Context: an optimization exercise on an open-source flow, tuned for small area, a short achievable clock period and few clock cycles per item. The choices shown serve that exercise and are no tape-out recipe.
Only simulation tests tie the RTL to the original design; equivalence was not proved.

--- flow/config.mk ---
export PLATFORM = sky130hd
export DESIGN_NAME = Milestone1
export DESIGN_NICKNAME = Milestone1
export VERILOG_FILES = /design/flow/design.v
export SDC_FILE = /design/flow/constraint.sdc
export NUM_CORES = 4
export LEC_CHECK = 0
export CAP_MARGIN = 20
export CORE_MARGIN = 2
export CORE_UTILIZATION = 30
export PLACE_DENSITY = 0.5
export SLEW_MARGIN = 20
--- flow/constraint.sdc ---
create_clock -name core_clock -period 13.0 [get_ports {Clock}]
set_input_delay 2.6000 -clock core_clock [delete_from_list [all_inputs] [get_ports {Clock}]]
set_output_delay 2.6000 -clock core_clock [all_outputs]
set_load 0.01 [all_outputs]
--- flow/design.v ---
module Milestone1 (
		input logic Clock,
		input logic Resetn,
		input logic Start,
		output logic Stop,
		output logic   [17:0]   SRAM_address,
		output logic   [15:0]   SRAM_write_data,
		output logic            SRAM_we_n,
		input  logic   [15:0]   SRAM_read_data
);
typedef enum logic [5:0]{
	S_M1IDLE,
	S_LEADIN_0,
	S_LEADIN_1,
	S_LEADIN_2,
	S_LEADIN_3,
	S_LEADIN_4,
	S_LEADIN_5,
	S_LEADIN_6,
	S_LEADIN_7,
	S_LEADIN_8,
	S_LEADIN_9,
	S_LEADIN_10,
	S_LEADIN_11,
	S_LEADIN_12,
	S_CC_0,
	S_CC_1,
	S_CC_2,
	S_CC_3,
	S_CC_4,
	S_CC_5,
	S_LEADOUT_0,
	S_LEADOUT_1,
	S_LEADOUT_2,
	S_LEADOUT_3,
	S_LEADOUT_4,
	S_LEADOUT_5,
	S_FINISH,
	S_LEADOUT_6,
	S_LEADOUT_7
}M1_state_type;
M1_state_type M1_state;
logic [31:0] U_even_up;
logic [31:0] U_odd_up;
logic [31:0] V_even_up;
logic [31:0] V_odd_up;
logic [7:0] Y_even;
logic [7:0] Y_odd;
logic [31:0] RED;
logic [31:0] GREEN;
logic [31:0] BLUE;
logic [8:0]tempblue;
logic [7:0] red_even;
logic [7:0] green_even;
logic [7:0] blue_even;
logic [7:0] red_odd;
logic [7:0] green_odd;
logic [7:0] blue_odd;
logic [47:0] U_shift_register;
logic [47:0] V_shift_register;
logic [7:0] U_nextplacement;
logic [7:0] V_nextplacement;
logic flag1, flag2;  
logic [9:0] colcounter, rowcounter;
logic[31:0] Mult1_op1, Mult1_op2, Mult2_op1, Mult2_op2, Mult3_op1, Mult3_op2;
logic [63:0] Mult1_result_long, Mult2_result_long, Mult3_result_long;
logic [31:0] Mult1_result, Mult2_result, Mult3_result;
assign Mult1_result_long=Mult1_op1*Mult1_op2;
assign Mult1_result=Mult1_result_long[31:0];
assign Mult2_result_long=Mult2_op1*Mult2_op2;
assign Mult2_result=Mult2_result_long[31:0];
assign Mult3_result_long=Mult3_op1*Mult3_op2;
assign Mult3_result=Mult3_result_long[31:0];
logic[17:0] Y_base_address;
logic[17:0] U_base_address;
logic[17:0] V_base_address;
logic[17:0] RGB_base_address;
always @(posedge Clock or negedge Resetn) begin
	if (~Resetn) begin
		M1_state <= S_M1IDLE;
		SRAM_address<=18'd38400;  
		SRAM_write_data<=1'd0;
		SRAM_we_n<=1'd1;
		U_shift_register<=48'd0;
		V_shift_register<=48'd0;
		U_nextplacement<=8'd0;
		V_nextplacement<=8'd0;
		Y_base_address<=18'd0;
		U_base_address<=18'd38400;
		V_base_address<=18'd57600;
		RGB_base_address<=18'd146944;
		tempblue<=1'd0;
		flag1<=1'd0;
		flag2<=1'd0;
		colcounter<=10'd0;
		rowcounter<=10'd0;
		U_even_up<=32'd0;
		U_odd_up<=32'd0;
		V_even_up<=32'd0;
		V_odd_up<=32'd0;
		Y_even<=8'd0;
		Y_odd<=8'd0;
		RED<=32'd0;
		GREEN<=32'd0;
		BLUE<=32'd0;
		Stop<=1'd0;
	end else begin
		case (M1_state)
		S_M1IDLE: begin
				if(Start==1'd1)begin  
					SRAM_address<=U_base_address;
					U_base_address<=U_base_address+18'd1;
					M1_state <= S_LEADIN_0;
				end else begin
					M1_state <= S_M1IDLE;
				end
			end
			S_LEADIN_0: begin  
				SRAM_address<=U_base_address;
				U_base_address<=U_base_address+18'd1;
				M1_state<=S_LEADIN_1;
			end
			S_LEADIN_1: begin  
				SRAM_address <= V_base_address;
				V_base_address<=V_base_address+18'd1;
				M1_state <= S_LEADIN_2;
			end
			S_LEADIN_2: begin  
				U_shift_register[47:40]<=SRAM_read_data[15:8];
				U_shift_register[39:32]<=SRAM_read_data[15:8];
				U_shift_register[31:24]<=SRAM_read_data[15:8];
				U_shift_register[23:16]<=SRAM_read_data[15:8];
				U_shift_register[15:8]<=SRAM_read_data[15:8];
				U_shift_register[7:0]<=SRAM_read_data[7:0];
				SRAM_address <= V_base_address;
				V_base_address<=V_base_address+18'd1;
				M1_state <= S_LEADIN_3;
			end
			S_LEADIN_3:begin
				U_shift_register<= {U_shift_register[31:0],SRAM_read_data};  
				SRAM_address <= Y_base_address;
				Y_base_address<=Y_base_address+18'd1;
				M1_state <= S_LEADIN_4;
			end
			S_LEADIN_4:begin  
				V_shift_register[47:40]<=SRAM_read_data[15:8];
				V_shift_register[39:32]<=SRAM_read_data[15:8];
				V_shift_register[31:24]<=SRAM_read_data[15:8];
				V_shift_register[23:16]<=SRAM_read_data[15:8];
				V_shift_register[15:8]<=SRAM_read_data[15:8];
				V_shift_register[7:0]<=SRAM_read_data[7:0];
				M1_state <= S_LEADIN_5;
			end
			S_LEADIN_5:begin
				V_shift_register<= {V_shift_register[31:0],SRAM_read_data};  
				M1_state <= S_LEADIN_6;
			end
			S_LEADIN_6:begin
				Y_even<=SRAM_read_data[15:8];
				Y_odd<=SRAM_read_data[7:0];
				M1_state <= S_LEADIN_7;
			end
			S_LEADIN_7:begin  
				U_odd_up<=Mult1_result-Mult2_result+Mult3_result+32'd128;
				U_even_up<={24'd0,U_shift_register[31:24]};
				M1_state <= S_LEADIN_8;
				M1_state<=S_LEADIN_8;
			end
			S_LEADIN_8:begin  
				U_odd_up<={8'd0,U_odd_up[31:8]};  
				V_odd_up<=Mult1_result-Mult2_result+Mult3_result+32'd128;
				V_even_up<={24'd0,V_shift_register[31:24]};
				SRAM_address<=U_base_address;
				U_base_address<=U_base_address+18'd1;
				M1_state<=S_LEADIN_9;
			end
			S_LEADIN_9:begin  
				V_odd_up<={8'd0,V_odd_up[31:8]};
				RED <= Mult1_result+Mult2_result;
				GREEN <= Mult1_result-Mult3_result;
				BLUE <= Mult1_result;
				SRAM_address<=V_base_address;
				V_base_address<=V_base_address+18'd1;
				M1_state<=S_LEADIN_10;
			end
			S_LEADIN_10:begin
				GREEN <= GREEN - Mult2_result;
				BLUE<=BLUE +Mult3_result;
				SRAM_address<=Y_base_address;
				Y_base_address<=Y_base_address+18'd1;
				M1_state <=S_LEADIN_11;
			end
			S_LEADIN_11:begin  
				tempblue<=blue_even;
				SRAM_write_data<={red_even,green_even};
				SRAM_address<=RGB_base_address;
				RGB_base_address<=RGB_base_address+18'd1;
				U_shift_register<={U_shift_register[39:0], SRAM_read_data[15:8]};
				U_nextplacement<=SRAM_read_data[7:0];
				RED <= Mult1_result+Mult2_result;
				GREEN <= Mult1_result - Mult3_result;
				BLUE <= Mult1_result;
				SRAM_we_n<=1'd0;	
				M1_state<=S_LEADIN_12;
			end
			S_LEADIN_12:begin  
				SRAM_write_data<={tempblue,red_odd};
				SRAM_address<=RGB_base_address;
				RGB_base_address<=RGB_base_address+18'd1;
				GREEN <= GREEN - Mult2_result;
				BLUE <= BLUE + Mult3_result;
				V_shift_register<={V_shift_register[39:0], SRAM_read_data[15:8]};
				V_nextplacement<=SRAM_read_data[7:0];
				colcounter<=colcounter+10'd1;
				M1_state <= S_CC_0;
			end
			S_CC_0: begin  
				SRAM_write_data<={green_odd,blue_odd};
				SRAM_address<=RGB_base_address;
				RGB_base_address<=RGB_base_address+18'd1;
				U_odd_up<=Mult1_result-Mult2_result+Mult3_result+32'd128;
				U_even_up<={24'd0,U_shift_register[31:24]};
				Y_even<=SRAM_read_data[15:8];
				Y_odd<=SRAM_read_data[7:0];
				M1_state<=S_CC_1;  
			end
			S_CC_1: begin  
				U_odd_up<={8'd0,U_odd_up[31:8]};  
				V_odd_up<=Mult1_result-Mult2_result+Mult3_result+32'd128;
				V_even_up<={24'd0,V_shift_register[31:24]};
				if (flag1==1'd1) begin
				if(colcounter<10'd156) begin
				SRAM_address<=U_base_address;
				U_base_address<=U_base_address+18'd1;
				end
				end
				SRAM_we_n<=1'b1;
				M1_state<=S_CC_2; 
			end
			S_CC_2: begin
				V_odd_up<={8'd0,V_odd_up[31:8]};
				RED <= Mult1_result+Mult2_result;
				GREEN <= Mult1_result-Mult3_result;
				BLUE <= Mult1_result;
				if (flag1==1'd1) begin
				if (colcounter<10'd156) begin
				SRAM_address<=V_base_address;
				V_base_address<=V_base_address+18'd1;
				end
				end
				M1_state<=S_CC_3; 
			end
			S_CC_3: begin
				GREEN <= GREEN - Mult2_result;
				BLUE<=BLUE +Mult3_result;
				SRAM_address<=Y_base_address;
				Y_base_address<=Y_base_address+18'd1;
				M1_state<=S_CC_4; 
			end
			S_CC_4: begin
				tempblue<=blue_even;
				SRAM_write_data<={red_even,green_even};
				SRAM_we_n<=1'd0;
				SRAM_address<=RGB_base_address;
				RGB_base_address<=RGB_base_address+18'd1;
				RED <= Mult1_result+Mult2_result;
				GREEN <= Mult1_result - Mult3_result;
				BLUE <= Mult1_result;
				if (flag1==1'd1)begin
				if(colcounter<10'd156) begin
				U_shift_register<={U_shift_register[39:0], SRAM_read_data[15:8]};
				U_nextplacement<=SRAM_read_data[7:0];
				end
				end else begin
					U_shift_register<={U_shift_register[39:0], U_nextplacement};
				end
				M1_state<=S_CC_5; 
			end
			S_CC_5: begin
				SRAM_write_data<={tempblue,red_odd};
				SRAM_address<=RGB_base_address;
				RGB_base_address<=RGB_base_address+18'd1;
				GREEN <= GREEN - Mult2_result;
				BLUE <= BLUE + Mult3_result;
				if (flag1==1'd1)begin
					if (colcounter<10'd156) begin
					V_shift_register<={V_shift_register[39:0], SRAM_read_data[15:8]};
					V_nextplacement<=SRAM_read_data[7:0];
					flag1<=1'd0;		
					end
				end else begin
					V_shift_register<={V_shift_register[39:0], V_nextplacement};
					flag1<=1'd1;
				end
				colcounter<=colcounter+10'd1;
				if (colcounter<10'd155) begin 
					M1_state<= S_CC_0;
				end else begin
					M1_state <= S_LEADOUT_0; 
				end
			end
			S_LEADOUT_0: begin
				SRAM_address<=RGB_base_address;  
				RGB_base_address<=RGB_base_address+18'd1;
				SRAM_write_data<={green_odd,blue_odd};
				Y_even<=SRAM_read_data[15:8];
				Y_odd<=SRAM_read_data[7:0];
				U_odd_up<=Mult1_result-Mult2_result+Mult3_result+32'd128;
				U_even_up<={24'd0,U_shift_register[31:24]};
				M1_state<=S_LEADOUT_1;
			end
			S_LEADOUT_1: begin
				U_odd_up<={8'd0,U_odd_up[31:8]};  
				V_odd_up<=Mult1_result-Mult2_result+Mult3_result+32'd128;
				V_even_up<={24'd0,V_shift_register[31:24]};
				SRAM_we_n<=1'b1;
				M1_state<=S_LEADOUT_2;
			end
			S_LEADOUT_2: begin
				V_odd_up<={8'd0,V_odd_up[31:8]};
				RED <= Mult1_result+Mult2_result;
				GREEN <= Mult1_result-Mult3_result;
				BLUE <= Mult1_result;
				M1_state<=S_LEADOUT_3;
			end
			S_LEADOUT_3: begin
				GREEN <= GREEN - Mult2_result;
				BLUE<=BLUE +Mult3_result;
				if(colcounter<10'd159) begin
				SRAM_address<=Y_base_address;
				Y_base_address<=Y_base_address+18'd1;
				end
				M1_state<=S_LEADOUT_4;
			end
			S_LEADOUT_4: begin
				tempblue<=blue_even;
				SRAM_write_data<={red_even,green_even};
				SRAM_address<=RGB_base_address;
				RGB_base_address<=RGB_base_address+18'd1;
				RED <= Mult1_result+Mult2_result;
				GREEN <= Mult1_result - Mult3_result;
				BLUE <= Mult1_result;
				SRAM_we_n<=1'd0;	
				U_shift_register<={U_shift_register[39:0],U_shift_register[7:0]};
				M1_state<=S_LEADOUT_5;
			end
			S_LEADOUT_5: begin
				SRAM_write_data<={tempblue,red_odd};
				SRAM_address<=RGB_base_address;
				RGB_base_address<=RGB_base_address+18'd1;
				GREEN <= GREEN - Mult2_result;
				BLUE <= BLUE + Mult3_result;
				V_shift_register<={V_shift_register[39:0], V_shift_register[7:0]};
				colcounter<=colcounter+10'd1;
				if(colcounter==10'd159) begin
					M1_state<=S_LEADOUT_6;
				end else begin
					M1_state<=S_LEADOUT_0;
				end
			end
			S_LEADOUT_6: begin
				SRAM_write_data<={green_odd,blue_odd};
				SRAM_address<=RGB_base_address;
				RGB_base_address<=RGB_base_address+18'd1;
				M1_state<=S_LEADOUT_7;
			end
			S_LEADOUT_7: begin
			SRAM_we_n<=1'd1;
			flag1<=1'd0;
			if(rowcounter==18'd239) begin
				Stop<=1'd1;
				M1_state<=S_FINISH;
			end else begin
				U_shift_register<=48'd0;
				V_shift_register<=48'd0;
				RED<=32'd0;
				BLUE<=32'd0;
				GREEN<=32'd0;
				Y_even<=8'd0;
				Y_odd<=8'd0;
				U_even_up<=32'd0;
				U_odd_up<=32'd0;
				V_even_up<=32'd0;
				V_odd_up<=32'd0;
				rowcounter<=rowcounter+10'd1;
				colcounter<=10'd0;
				SRAM_address<=U_base_address;
				U_base_address<=U_base_address+18'd1;
				M1_state<=S_LEADIN_0;
			end
			end
			S_FINISH: begin
		SRAM_address<=18'd38400;  
		SRAM_write_data<=1'd0;
		SRAM_we_n<=1'd1;
		U_shift_register<=48'd0;
		V_shift_register<=48'd0;
		U_nextplacement<=8'd0;
		V_nextplacement<=8'd0;
		Y_base_address<=18'd0;
		U_base_address<=18'd38400;
		V_base_address<=18'd57600;
		RGB_base_address<=18'd146944;
		tempblue<=1'd0;
		flag1<=1'd0;
		flag2<=1'd0;
		colcounter<=10'd0;
		rowcounter<=10'd0;
		U_even_up<=32'd0;
		U_odd_up<=32'd0;
		V_even_up<=32'd0;
		V_odd_up<=32'd0;
		Y_even<=8'd0;
		Y_odd<=8'd0;
		RED<=32'd0;
		GREEN<=32'd0;
		BLUE<=32'd0;
		Stop<=1'd0;
				M1_state<=S_M1IDLE;
			end
		default: M1_state<=S_M1IDLE;
		endcase
	end
end
always_comb begin
	Mult1_op1=32'd0;
	Mult1_op2=32'd0;
	Mult2_op1=32'd0;
	Mult2_op2=32'd0;
	Mult3_op1=32'd0;
	Mult3_op2=32'd0;
	red_even=8'd0;
	red_odd=8'd0;
	green_even=8'd0;
	green_odd=8'd0;
	blue_even=8'd0;
	blue_odd=8'd0;
	case(M1_state)
	S_LEADIN_7: begin  
	Mult1_op1= U_shift_register[47:40]+U_shift_register[7:0];
	Mult1_op2= 32'd21;
	Mult2_op1=U_shift_register[39:32]+U_shift_register[15:8];
	Mult2_op2=32'd52;
	Mult3_op1=U_shift_register[31:24]+U_shift_register[23:16];
	Mult3_op2=32'd159;
	end
	S_LEADIN_8: begin  
	Mult1_op1= V_shift_register[47:40]+V_shift_register[7:0];
	Mult1_op2= 32'd21;
	Mult2_op1=V_shift_register[39:32]+V_shift_register[15:8];
	Mult2_op2=32'd52;
	Mult3_op1=V_shift_register[31:24]+V_shift_register[23:16];
	Mult3_op2=32'd159;
	end
	S_LEADIN_9: begin  
	Mult1_op1=32'd76284;
	Mult1_op2=Y_even-8'd16;
	Mult2_op1=32'd104595;
	Mult2_op2= V_even_up-32'd128;
	Mult3_op1=32'd25624; 
	Mult3_op2= U_even_up-32'd128;
	end
	S_LEADIN_10: begin  
	Mult2_op1=32'd53281;
	Mult2_op2= V_even_up-32'd128;
	Mult3_op1=32'd132251; 
	Mult3_op2= U_even_up-32'd128;
	end
	S_LEADIN_11: begin  
	if(RED[31])begin
		red_even = 8'd0;
	end else begin
		if(|RED[30:24])begin
			red_even = 8'b11111111;
		end else begin
			red_even = RED[23:16];
		end
	end
	if(GREEN[31])begin
		green_even = 8'd0;
	end else begin
		if(|GREEN[30:24])begin
			green_even = 8'b11111111;
		end else begin
			green_even = GREEN[23:16];
		end
	end
	if(BLUE[31])begin
		blue_even = 8'd0;
	end else begin
		if(|BLUE[30:24])begin
			blue_even = 8'b11111111;
		end else begin
			blue_even = BLUE[23:16];
		end
	end
	Mult1_op1=32'd76284;
	Mult1_op2=Y_odd-8'd16;
	Mult2_op1=32'd104595;
	Mult2_op2= $signed(V_odd_up)-32'd128;
	Mult3_op1=32'd25624; 
	Mult3_op2= $signed(U_odd_up)-32'd128;
	end
	S_LEADIN_12: begin  
	if(RED[31])begin
		red_odd = 8'd0;
	end else begin
		if(|RED[30:24])begin
			red_odd = 8'b11111111;
		end else begin
			red_odd = RED[23:16];
		end
	end
	Mult2_op1=32'd53281;
	Mult2_op2= $signed(V_odd_up)-32'd128;
	Mult3_op1=32'd132251; 
	Mult3_op2= $signed(U_odd_up)-32'd128;
	end
	S_CC_0: begin  
	if(GREEN[31])begin
		green_odd = 8'd0;
	end else begin
		if(|GREEN[30:24])begin
			green_odd = 8'b11111111;
		end else begin
			green_odd = GREEN[23:16];
		end
	end
	if(BLUE[31])begin
		blue_odd = 8'd0;
	end else begin
		if(|BLUE[30:24])begin
			blue_odd = 8'b11111111;
		end else begin
			blue_odd = BLUE[23:16];
		end
	end
	Mult1_op1= U_shift_register[47:40]+U_shift_register[7:0];
	Mult1_op2= 32'd21;
	Mult2_op1=U_shift_register[39:32]+U_shift_register[15:8];
	Mult2_op2=32'd52;
	Mult3_op1=U_shift_register[31:24]+U_shift_register[23:16];
	Mult3_op2=32'd159;
	end
	S_CC_1: begin  
	Mult1_op1= V_shift_register[47:40]+V_shift_register[7:0];
	Mult1_op2= 32'd21;
	Mult2_op1=V_shift_register[39:32]+V_shift_register[15:8];
	Mult2_op2=32'd52;
	Mult3_op1=V_shift_register[31:24]+V_shift_register[23:16];
	Mult3_op2=32'd159;
	end
	S_CC_2: begin  
	Mult1_op1=32'd76284;
	Mult1_op2= Y_even-8'd16;
	Mult2_op1=32'd104595;
	Mult2_op2= V_even_up-32'd128;
	Mult3_op1=32'd25624; 
	Mult3_op2= U_even_up-32'd128;
	end
	S_CC_3: begin  
	Mult2_op1=32'd53281;
	Mult2_op2= V_even_up-32'd128;
	Mult3_op1=32'd132251; 
	Mult3_op2= U_even_up-32'd128;
	end
	S_CC_4: begin  
	if(RED[31])begin
		red_even = 8'd0;
	end else begin
		if(|RED[30:24])begin
			red_even = 8'b11111111;
		end else begin
			red_even = RED[23:16];
		end
	end
	if(GREEN[31])begin
		green_even = 8'd0;
	end else begin
		if(|GREEN[30:24])begin
			green_even = 8'b11111111;
		end else begin
			green_even = GREEN[23:16];
		end
	end
	if(BLUE[31])begin
		blue_even = 8'd0;
	end else begin
		if(|BLUE[30:24])begin
			blue_even = 8'b11111111;
		end else begin
			blue_even = BLUE[23:16];
		end
	end
	Mult1_op1=32'd76284;
	Mult1_op2=Y_odd-8'd16;
	Mult2_op1=32'd104595;
	Mult2_op2= $signed(V_odd_up)-32'd128;
	Mult3_op1=32'd25624; 
	Mult3_op2= $signed(U_odd_up)-32'd128;
	end
	S_CC_5: begin  
	if(RED[31])begin
		red_odd = 8'd0;
	end else begin
		if(|RED[30:24])begin
			red_odd = 8'b11111111;
		end else begin
			red_odd = RED[23:16];
		end
	end
	Mult2_op1=32'd53281;
	Mult2_op2= $signed(V_odd_up)-32'd128;
	Mult3_op1=32'd132251; 
	Mult3_op2= $signed(U_odd_up)-32'd128;
	end
	S_LEADOUT_0: begin  
	if(GREEN[31])begin
		green_odd = 8'd0;
	end else begin
		if(|GREEN[30:24])begin
			green_odd = 8'b11111111;
		end else begin
			green_odd = GREEN[23:16];
		end
	end
	if(BLUE[31])begin
		blue_odd = 8'd0;
	end else begin
		if(|BLUE[30:24])begin
			blue_odd = 8'b11111111;
		end else begin
			blue_odd = BLUE[23:16];
		end
	end
	Mult1_op1= U_shift_register[47:40]+U_shift_register[7:0];
	Mult1_op2= 32'd21;
	Mult2_op1=U_shift_register[39:32]+U_shift_register[15:8];
	Mult2_op2=32'd52;
	Mult3_op1=U_shift_register[31:24]+U_shift_register[23:16];
	Mult3_op2=32'd159;
	end
	S_LEADOUT_1: begin  
	Mult1_op1= V_shift_register[47:40]+V_shift_register[7:0];
	Mult1_op2= 32'd21;
	Mult2_op1=V_shift_register[39:32]+V_shift_register[15:8];
	Mult2_op2=32'd52;
	Mult3_op1=V_shift_register[31:24]+V_shift_register[23:16];
	Mult3_op2=32'd159;
	end
	S_LEADOUT_2: begin  
	Mult1_op1=32'd76284;
	Mult1_op2= Y_even-8'd16;
	Mult2_op1=32'd104595;
	Mult2_op2= V_even_up-32'd128;
	Mult3_op1=32'd25624; 
	Mult3_op2= U_even_up-32'd128;
	end
	S_LEADOUT_3: begin  
	Mult2_op1=32'd53281;
	Mult2_op2= V_even_up-32'd128;
	Mult3_op1=32'd132251; 
	Mult3_op2= U_even_up-32'd128;
	end
	S_LEADOUT_4: begin  
	if(RED[31])begin
		red_even = 8'd0;
	end else begin
		if(|RED[30:24])begin
			red_even = 8'b11111111;
		end else begin
			red_even = RED[23:16];
		end
	end
	if(GREEN[31])begin
		green_even = 8'd0;
	end else begin
		if(|GREEN[30:24])begin
			green_even = 8'b11111111;
		end else begin
			green_even = GREEN[23:16];
		end
	end
	if(BLUE[31])begin
		blue_even = 8'd0;
	end else begin
		if(|BLUE[30:24])begin
			blue_even = 8'b11111111;
		end else begin
			blue_even = BLUE[23:16];
		end
	end
	Mult1_op1=32'd76284;
	Mult1_op2=Y_odd-8'd16;
	Mult2_op1=32'd104595;
	Mult2_op2= $signed(V_odd_up)-32'd128;
	Mult3_op1=32'd25624; 
	Mult3_op2= $signed(U_odd_up)-32'd128;
	end
	S_LEADOUT_5: begin  
	if(RED[31])begin
		red_odd = 8'd0;
	end else begin
		if(|RED[30:24])begin
			red_odd = 8'b11111111;
		end else begin
			red_odd = RED[23:16];
		end
	end
	Mult2_op1=32'd53281;
	Mult2_op2= $signed(V_odd_up)-32'd128;
	Mult3_op1=32'd132251; 
	Mult3_op2= $signed(U_odd_up)-32'd128;
	end
	S_LEADOUT_6: begin
		if(GREEN[31])begin
		green_odd = 8'd0;
	end else begin
		if(|GREEN[30:24])begin
			green_odd = 8'b11111111;
		end else begin
			green_odd = GREEN[23:16];
		end
	end
	if(BLUE[31])begin
		blue_odd = 8'd0;
	end else begin
		if(|BLUE[30:24])begin
			blue_odd = 8'b11111111;
		end else begin
			blue_odd = BLUE[23:16];
		end
	end
	end
	endcase
end
endmodule
--- flow/run.sh ---
#!/bin/bash
# synth_recipe.tcl (not shown) runs the flow's synth.tcl, then flattens the netlist and writes it again
# the make line also repeats each setting of config.mk as NAME=value (left out here)
make -C /OpenROAD-flow-scripts/flow DESIGN_CONFIG=/design/flow/config.mk WORK_HOME=/design/flow/orfs CLKGATE_MAP_FILE= SYNTH_SCRIPT=/design/flow/synth_recipe.tcl finish
==> run notes <==
## per-stage QoR
stage          cells  worst slack (ns)  utilization (%)  hold slack [ns]
2_1_floorplan   6802             2.160                -           0.4380
3_3_place_gp    9252             1.163            32.69           0.4604
3_5_place_dp    9252             1.119            32.70           0.4551
4_1_cts         9348             1.105            33.71           0.4684
5_1_grt         9348            0.1151            33.72           0.4907
6_report        9349            0.9365            33.72           0.4635
## per-layer routing
| layer | part of all wire, % | wire [microns] |
|---|---|---|
| met1 | 44 | 86570 |
| met2 | 49 | 96190 |
| met3 | 4.2 | 8311 |
| met4 | 3.6 | 7218 |
| met5 | 0.0066 | 13 |
## critical path: cells and delay by family, from the launching register on
family                   cells  cell delay, ns
AO/OA/AOI/OAI               12            3.26
XOR/XNOR                     1            0.22
flip-flops                   1            0.40
adder cells (fa/ha/maj)     11            4.80
buffers and inverters        7            0.85
AND/OR/NAND/NOR             11            2.39
## worst max-delay path by stage
stage / to / slack [ns] / cells past startpoint
after floorplan: U_odd_up[28] / 2.16 / 48
after CTS: V_odd_up[28] / 1.11 / 42
after global placement: V_odd_up[31] / 1.16 / 41
final: V_odd_up[28] / 0.94 / 42
after global routing: U_odd_up[28] / 0.12 / 42
after detailed placement: V_odd_up[28] / 1.12 / 42
## flip-flops by register name, summed over array words and instances (netlist names), 16 cells and up
name	flops
RED	16
U_shift_register	48
Y_base_address	18
V_odd_up	32
GREEN	32
RGB_base_address	18
SRAM_write_data	16
U_base_address	18
SRAM_address	18
V_shift_register	48
BLUE	32
V_base_address	18
U_odd_up	32
## cells in the final DEF, fill, tap and decap left out, types with 23 or more instances in the layout
cell type,instances
xnor2_1,235
o21bai_1,51
nand3_1,123
a222oi_1,35
a22o_1,31
nor2_1,611
a22oi_1,29
nand2b_1,48
or2_2,30
o21ai_0,318
clkdlybuf4s50_1,53
inv_1,1251
a211oi_1,23
xor2_1,119
or3_1,28
o21a_1,70
clkbuf_16,53
fa_1,667
and3_1,31
a21oi_1,394
nand2_1,540
conb_1,193
and2_1,41
o22ai_1,32
a21o_1,92
dfrtp_1,410
a221oi_1,108
a31oi_1,35
nor2b_1,55
nor3_1,64
buf_4,123
ha_1,549
nand4_1,23
## logic make-up after synthesis
kind of cell / after synthesis / synth area share, %
multiplexers: 27 / 0.4930
adder cells (fa/ha/maj): 1218 / 35.61
AO/OA/AOI/OAI: 1416 / 16.29
buffers and inverters: 1476 / 9.805
XOR/XNOR: 356 / 5.522
other: 2 / 0.01321
flip-flops: 430 / 18.97
AND/OR/NAND/NOR: 1686 / 13.30
## area by class of cell
cell class	instances	share of cell area [%]
clock inverters	29	0.6829
clock buffers	67	2.333
flip-flops and latches	430	17.01
inverters	1252	7.413
diodes	1	0.003948
repair buffers	179	2.380
well taps	2495	4.925
multi-input cells	4896	65.25
==> flow_metrics.tcl <==
set metrics [dict create \
    status "complete, no violations" \
    grt_max_degree 156 \
    cp-start-kind "flip-flop" \
    clockBufferDepth 3 \
    reg2reg_depth 42 \
    cts_sinks 430 \
    min_path_type "reg2reg" \
    core.rowCount 159 \
    die_w_microns 439.3 \
    drtAntennaViolNets 0 \
    cp.arrival_ns 12.60 \
    fin_nets 8047 \
    crit_path_top_delay_cell "o21ai_0" \
    met3_usage_pct 1.733 \
    setup_viol 0 \
    r2r_start "M1_state[4]" \
    place_congestion 0.9543 \
    syn_area_sq_mm 0.05685 \
    synth_seq_area_share_pct 18.97 \
    vias_per_cell 5.005 \
    post_cts_resized 0 \
    finalWirelength_microns 198300 \
    grt_use_total_pct 20.62 \
    fmax_ghz 0.08289 \
    insertion_delay_ns 0.68 \
    root_buffer "clkbuf_16" \
    fillers 19619 \
    tritoncts "done" \
    busiest_layer "met2" \
    skew_ns 0.05527 \
    yosysUniqueCellTypes 105 \
    area_growth_pct 11.51 \
    num_vias 46796 \
    multi_input_area_sq_mm 0.04136 \
    finalInstanceArea_sq_mm 0.06339 \
    postCtsSetupBuffers 0 \
    hold_depth 2 \
    avgSynthCellArea_sq_um 8.599 \
    hp-start "Y_odd[4]" \
    grt_pass1_vias 48622 \
    period_share_pct 92.80 \
    post_drt_wl_per_cell_microns 21.21 \
    htreeDepth 2 \
    worstReg2RegEnd "V_odd_up[28]" \
    synth_edf_count 0 \
    grt.overflow.total 0 \
    worstSetupStartpoint "M1_state[4]" \
    drc 0 \
    met2_usage_pct 35.62 \
    worstPathMaxFanout 34 \
    numPortBuffers 54 \
    ios 55 \
    maxCapViolCount 0 \
    end_kind "flip-flop" \
    yosys.area.top_type "fa_1" \
    drt-initial-drc-count 3445 \
    grt_pass1_wl_microns 303800 \
    fp.coreArea_sq_mm 0.1880 \
    slew_headroom_pct 18.38 \
    first_pass_iters 6 \
    yosys_warnings 1 \
    synth_most_common_cell "inv_1" \
    tightest_slew_ns 1.211 \
    synth_ff_type "dfrtp_1" \
    max_stage_delay_ns 0.94 \
    fin_setup_tns_ns 0 \
    antenna_found_initial 2 \
    met1_usage_pct 27.21 \
    hold_end "Y_odd[4]" \
    required_ns 13.53 \
    seqCellArea_sq_mm 0.01079 \
    post-dp-hpwl_microns 162900 \
    layout_min_cycle_time_ns 12.06 \
    reg2reg_slack_ns 0.94 \
    synthTopCellsByCount "1252 x inv_1, 667 x fa_1, 619 x nor2_1, 549 x ha_1, 542 x nand2_1" \
    crit_top_cell "fa_1" \
    cts_buffers 53 \
    cts_hold_buf 0 \
    ys_ff_latch 430 \
    drive_gt1_share_pct 5.122 \
    start_util_pct 30.24 \
    hold_viol 0 \
    dpl-instance-area_sq_mm 0.06147 \
    ys_async_sr_fraction_pct 100.0 \
    syn_inst 6611 \
    critical_path_class "reg2reg" \
    cts.clk_slew.worst_paths_ns 0.06 \
    yosys.area.top_type_share_pct 23.49 \
    rsz0062_at_grt "no" \
    synthTopCellsByArea "fa_1 23%, dfrtp_1 18%, ha_1 12%, inv_1 8.3%, nor2_1 4.1%" \
    die_h_microns 439.3 \
    die-area_sq_mm 0.1930 \
    drv_slew 0 \
]
Testbench counts, summed over its fixed seeds: cycles 930,248, frames 4.

separate check: timing with driven ports:
No port has a modelled driver above. Below, the same layout with a new extraction and two added sets of constraints. Step 1 assumes that a clkbuf_16 drives the clock port and a buf_2 every other input. Step 2 also shifts input and output timing later by t, the mid clock arrival at the registers, as if the neighbouring blocks saw the same clock. Slacks: no drivers / after step 1 / after step 2; pairs: no drivers / after step 1.
t (ns): 0.736
setup WS [ns]: 0.936 / 0.936 / 0.936
worst setup path after step 2: register to register
clock arrival spread, ns: 0.055 / 0.055
After both steps setup and hold are still met in this run. For this run, drivers alone change the setup slack by 0.000 ns; drivers and shift together by 0.000 ns.
